Context: an optimization exercise on an open-source flow, tuned for small area. The choices shown serve that exercise and are no tape-out recipe.
In this exercise RTL edits were held to simulation tests only and were not proved equivalent to the original.
The clock input has no modelled driver; a real chip could not lean on it and would need a root buffer or a full tree.
Power is estimated from default activity; no workload was simulated.

== v34 ==
==> flow/design.v <==
`timescale 1ns / 1ps
module SPA_FPGA(
  input in0, in1, in2, in3,
  input reset, run_source, run_dest, run_cost, clock,
  output out0, out1, out2, out3
);
  wire [3:0] in = {in3, in2, in1, in0};
  reg [19:0] r0, r1, r2, r3;    
  reg [5:0]  h;
  reg [1:0]  j;
  reg        f;                 
  reg [4:0]  a;                 
  reg [3:0]  o;
  reg [1:0]  src, dst;
  wire compute = ~h[5];                          
  wire query   = h[5] & ~h[4];                   
  wire pre     = h[5] & h[4];                    
  wire load    = pre;
  wire ph      = h[0];
  wire [1:0] ii = h[2:1];
  wire [1:0] kk = h[4:3];
  wire init1   = pre & ~h[2] & ~h[1] & ~h[0];    
  wire init2   = pre & ~h[2] & ~h[1] &  h[0];    
  wire wait63  = pre &  h[2] &  h[1] &  h[0];    
  wire [1:0] rsel = init2 ? j : compute ? ii : src;
  wire [1:0] csel = compute ? kk : dst;
  wire match = (j == csel);
  reg [4:0] rm, km;
  always @(*) begin
    case (rsel)
      2'd0: rm = r0[4:0];
      2'd1: rm = r1[4:0];
      2'd2: rm = r2[4:0];
      default: rm = r3[4:0];
    endcase
    case (kk)
      2'd0: km = r0[4:0];
      2'd1: km = r1[4:0];
      2'd2: km = r2[4:0];
      default: km = r3[4:0];
    endcase
  end
  wire [5:0] sum = {1'b0, a} + {1'b0, km};
  wire relax = sum < {1'b0, rm};
  wire wload = f & ~run_cost & match & ~query;
  reg [4:0] v;
  always @(*) begin
    if (init1) v = 5'd31;
    else if (init2) v = 5'd0;
    else if (compute & ph & relax) v = sum[4:0];
    else if (wload) v = a;
    else v = rm;
  end
  always @(posedge clock) begin
    r0 <= {(init1 | rsel == 2'd0) ? v : r0[4:0], r0[19:5]};
    r1 <= {(init1 | rsel == 2'd1) ? v : r1[4:0], r1[19:5]};
    r2 <= {(init1 | rsel == 2'd2) ? v : r2[4:0], r2[19:5]};
    r3 <= {(init1 | rsel == 2'd3) ? v : r3[4:0], r3[19:5]};
    if (reset) j <= 2'd0;
    else j <= j + 2'd1;
    if (reset) h <= 6'd56;
    else if (wload | (j == 2'd3 & (compute | init1 | init2 | wait63))) h <= h + 6'd1;
    f <= ~reset & (run_cost | (f & ~match & ~query));
    if (load & run_cost) a <= {1'b0, in};
    else if (match & (query | (compute & ~ph))) a <= rm;
    if (~query) o <= 4'd0;
    else if (f) o <= a[3:0];
    if (run_source) src <= in[1:0];
    if (run_dest) dst <= in[1:0];
  end
  assign {out3, out2, out1, out0} = o;
endmodule
Settings: LEC_CHECK=0, ABC_AREA=0, CAP_MARGIN=20, CORE_MARGIN=2, CORE_UTILIZATION=80, PLACE_DENSITY=0.88, SLEW_MARGIN=20; clock period 10.0 ns.
standard.sh (not shown) runs the stock make flow with config.mk's settings and CLKGATE_MAP_FILE= SYNTH_SCRIPT=/design/flow/synth_recipe.tcl, a recipe that flattens the netlist after the stock synthesis.
==> flow/flow/run.sh <==
#!/bin/bash
# Own layout flow: the standard synthesis, its combinational logic re-mapped by
# ABC for area (flip-flops kept as they are, the result proven equal to the
# standard netlist), then the standard layout steps with smaller port buffers
# and a one-level clock tree built by hand (flow/cts_manual.tcl).
# Each tool's output goes to a log_*.log file in the work folder.
set -euo pipefail
W=$(pwd)
LIB=$FLOW_HOME/platforms/$FLOW_PLATFORM/lib/sky130_fd_sc_hd__tt_025C_1v80.lib
R=$W/orfs/results/$FLOW_PLATFORM/SPA_FPGA/base

bash standard.sh synth > log_1_synth.log 2>&1
cp $R/1_2_yosys.v std_synth.v
python3 flow/seqcells.py $LIB seqcells.txt
bash flow/remap.sh $LIB std_synth.v seqcells.txt > log_2_remap.log 2>&1
BEST=$(python3 flow/pick.py $LIB remap_*.v 2> log_2_pick.log)
if [[ -n "$BEST" ]] && bash flow/eqcheck.sh $LIB seqcells.txt std_synth.v $BEST > log_3_eqcheck.log 2>&1; then
  cp $BEST $R/1_2_yosys.v
  rm -f $R/1_synth.odb
else
  echo "re-mapping not used" >> log_3_eqcheck.log
fi

export BUFFER_PORTS_ARGS="-buffer_cell sky130_fd_sc_hd__buf_1"
export PRE_CTS_TCL=$W/flow/cts_manual.tcl
export CTS_MANUAL_PORT=clock
export CTS_MANUAL_N=3
export CTS_MANUAL_BUF=sky130_fd_sc_hd__clkbuf_16
bash standard.sh finish > log_4_layout.log 2>&1
==> flow/flow/remap.sh <==
#!/bin/bash
# Re-map the combinational logic of the standard synthesis netlist with ABC,
# keeping every flip-flop instance (name and cell type) as it is. Several ABC
# scripts are tried; each result is written to remap_N.v.
# usage: remap.sh liberty in.v seqcells.txt
set -euo pipefail
LIB=$1; IN=$2; SEQ=$(cat $3)
N=0
for S in "+strash;dch,-f;amap;topo" \
         "+strash;dc2;dch,-f;amap;topo" \
         "+strash;ifraig;dc2;dch,-f;amap;topo" \
         "+strash;dc2;dc2;dch,-f;amap;topo" \
         "+strash;dc2;&get,-n;&dch,-f;&nf,-R,1000;&put" \
         "+strash;&get,-n;&dch,-f;&nf,-R,1000;&put" \
         "+strash;dc2;drw;dch,-f;amap,-m;topo" \
         "+strash;ifraig;dc2;dch,-f;amap,-m;topo" \
         "+strash;ifraig;dc2;resub,-K,8;dch,-f;amap,-m;topo" \
         "+strash;&get,-n;&syn2;&put;dch,-f;amap;topo" \
         "+strash;&get,-n;&deepsyn,-T,20;&put;dch,-f;amap;topo"; do
  N=$((N+1))
  cat > remap_$N.ys <<YS
read_liberty -ignore_miss_func $LIB
setattr -mod -set blackbox 1 $SEQ
read_verilog $IN
hierarchy -top $FLOW_TOP
flatten
opt_clean -purge
abc -liberty $LIB -dont_use *lpflow* -dont_use *probe* -script "$S"
opt_clean -purge
hilomap -singleton -hicell sky130_fd_sc_hd__conb_1 HI -locell sky130_fd_sc_hd__conb_1 LO
splitnets
opt_clean -purge
select $FLOW_TOP
write_verilog -noattr -nohex -nodec -selected remap_$N.v
YS
  echo "== script $N: $S"
  yosys -s remap_$N.ys || true
done
Other scripts of this flow, unchanged in this note and not shown: flow/flow/cts_manual.tcl, flow/flow/cutff.py, flow/flow/eqcheck.sh, flow/flow/pick.py, flow/flow/seqcells.py
Relative to v34, the following input files were edited for v53:
# v34
export LEC_CHECK = 0
export ABC_AREA = 0
export CAP_MARGIN = 20
export CORE_MARGIN = 2
export CORE_UTILIZATION = 80
export PLACE_DENSITY = 0.88
export SLEW_MARGIN = 20
create_clock -name core_clock -period 10.0 [get_ports {clock}]
# v53
export LEC_CHECK = 0
export ABC_AREA = 1
export CAP_MARGIN = 20
export CORE_MARGIN = 2
export CORE_UTILIZATION = 80
export PLACE_DENSITY = 0.88
export SLEW_MARGIN = 20
create_clock -name core_clock -period 10.0 [get_ports {clock}]
==> flow/flow/remap.sh <==
#!/bin/bash
# Re-map the combinational logic of the standard synthesis netlist with ABC,
# keeping every flip-flop instance (name and cell type) as it is. Several ABC
# scripts are tried, among them &deepsyn with several seeds (four at a time);
# each result is written to remap_N.v (its log to remap_N.log).
# usage: remap.sh liberty in.v seqcells.txt
set -uo pipefail
LIB=$1; IN=$2; SEQ=$(cat $3)

run_one() {   # run_one N script
  cat > remap_$1.ys <<YS
read_liberty -ignore_miss_func $LIB
setattr -mod -set blackbox 1 $SEQ
read_verilog $IN
hierarchy -top $FLOW_TOP
flatten
opt_clean -purge
abc -liberty $LIB -dont_use *lpflow* -dont_use *probe* -script "$2"
opt_clean -purge
hilomap -singleton -hicell sky130_fd_sc_hd__conb_1 HI -locell sky130_fd_sc_hd__conb_1 LO
splitnets
opt_clean -purge
select $FLOW_TOP
write_verilog -noattr -nohex -nodec -selected remap_$1.v
YS
  echo "== script $1: $2" > remap_$1.log
  timeout 300 yosys -s remap_$1.ys >> remap_$1.log 2>&1 || rm -f remap_$1.v
}

N=0
for S in "+strash;dch,-f;amap;topo" \
         "+strash;dc2;dch,-f;amap;topo" \
         "+strash;ifraig;dc2;dch,-f;amap;topo" \
         "+strash;dc2;dc2;dch,-f;amap;topo" \
         "+strash;dc2;&get,-n;&dch,-f;&nf,-R,1000;&put" \
         "+strash;&get,-n;&dch,-f;&nf,-R,1000;&put" \
         "+strash;dc2;drw;dch,-f;amap,-m;topo" \
         "+strash;ifraig;dc2;dch,-f;amap,-m;topo" \
         "+strash;ifraig;dc2;resub,-K,8;dch,-f;amap,-m;topo" \
         "+strash;&get,-n;&syn2;&put;dch,-f;amap;topo"; do
  N=$((N+1))
  run_one $N "$S"
done
for SEED in 0 1 2 3 4 5 6 7; do
  N=$((N+1))
  run_one $N "+strash;&get,-n;&deepsyn,-T,25,-S,$SEED;&put;dch,-f;amap;topo" &
  if (( SEED % 4 == 3 )); then wait; fi
done
wait
cat remap_*.log
Findings:
- v53 ends up with a total met3 wirelength after detailed routing that is 59% higher than in v34.
- Against v34, total power in v53 came out worse.
- v53 vs v34: die footprint down in v53
- v53 against v34: sequential share of layout area saw an increase, core footprint fell about 6%, global-route wire length before repair up 24%, cell area shows a reduction of 56 um2, number of cells on the critical path +1.
- v34 reports its critical path capture point as r0[15]$_DFF_P_ while v53 reports r1[16]$_DFF_P_.
- Where final routed wirelength across all metal layers is concerned, v34 is better than v53.
Here is what was changed in the inputs of v41 compared with v53.
# v53
export LEC_CHECK = 0
export ABC_AREA = 1
export CAP_MARGIN = 20
export CORE_MARGIN = 2
export CORE_UTILIZATION = 80
export PLACE_DENSITY = 0.88
export SLEW_MARGIN = 20
create_clock -name core_clock -period 10.0 [get_ports {clock}]
# v41
export LEC_CHECK = 0
export ABC_AREA = 0
export CAP_MARGIN = 20
export CORE_MARGIN = 2
export CORE_UTILIZATION = 70
export PLACE_DENSITY = 0.85
export SLEW_MARGIN = 20
create_clock -name core_clock -period 10.0 [get_ports {clock}]
==> flow/flow/remap.sh <==
#!/bin/bash
# Re-map the combinational logic of the standard synthesis netlist with ABC,
# keeping every flip-flop instance (name and cell type) as it is. Several ABC
# scripts are tried; each result is written to remap_N.v.
# usage: remap.sh liberty in.v seqcells.txt
set -euo pipefail
LIB=$1; IN=$2; SEQ=$(cat $3)
N=0
for S in "+strash;dch,-f;amap;topo" \
         "+strash;dc2;dch,-f;amap;topo" \
         "+strash;ifraig;dc2;dch,-f;amap;topo" \
         "+strash;dc2;dc2;dch,-f;amap;topo" \
         "+strash;dc2;&get,-n;&dch,-f;&nf,-R,1000;&put" \
         "+strash;&get,-n;&dch,-f;&nf,-R,1000;&put"; do
  N=$((N+1))
  cat > remap_$N.ys <<YS
read_liberty -ignore_miss_func $LIB
setattr -mod -set blackbox 1 $SEQ
read_verilog $IN
hierarchy -top $FLOW_TOP
flatten
opt_clean -purge
abc -liberty $LIB -dont_use *lpflow* -dont_use *probe* -script "$S"
opt_clean -purge
hilomap -singleton -hicell sky130_fd_sc_hd__conb_1 HI -locell sky130_fd_sc_hd__conb_1 LO
splitnets
opt_clean -purge
select $FLOW_TOP
write_verilog -noattr -nohex -nodec -selected remap_$N.v
YS
  echo "== script $N: $S"
  yosys -s remap_$N.ys || true
done
Results
- Taking v53 as the reference, in v41 count of cells along the worst register-to-register path saw a decrease; inverter count of the layout excluding clock inverters saw an increase.
- On fmax: v41 sits above v53.
- Termination of the worst setup path = r1[16]$_DFF_P_: v53; termination of the worst setup path = r0[17]$_DFF_P_: v41
- [v41 vs v53] final worst hold slack: lower in v41
- What v53 reported for y dimension of the die has to be multiplied by 1.08 to get the figure for v41.
- Critical path depth in v41 vs v53: down 4
- Changes observed in v41 relative to v53: power share of the sequential group moved up, highest ir drop seen on vdd moved down.
In every run of this note, the design's own scripts or RTL, not TritonCTS, make the clock network.

-- separate check: timing with driven ports --
How much do the figures lean on ideal ports? The routed layouts below were timed once more, with nothing changed but the port constraints. Step 1: set_driving_cell puts a clkbuf_16 on clock and a buf_2 on each other input, an assumption about the parent block. Step 2, shift: input delay + t, output delay - t, t = (earliest + latest rising clock arrival at the registers) / 2. This alone moves slack from input paths to output paths. Three values: ideal, step 1, step 2; two values: the first two.
| run | t (ns) | setup WS [ns] | worst hold slack (ns) | latest minus earliest clock arrival (ns) |
|---|---|---|---|---|
| v34 | 0.231 | 4.396 / 4.396 / 4.396 | 0.321 / 0.321 / 0.321 | 0.018 / 0.018 |
| v53 | 0.236 | 3.620 / 3.620 / 3.620 | 0.331 / 0.331 / 0.331 | 0.020 / 0.020 |
| v41 | 0.228 | 4.979 / 4.979 / 4.979 | 0.315 / 0.315 / 0.315 | 0.020 / 0.020 |
After both steps setup and hold are still met in every run listed.
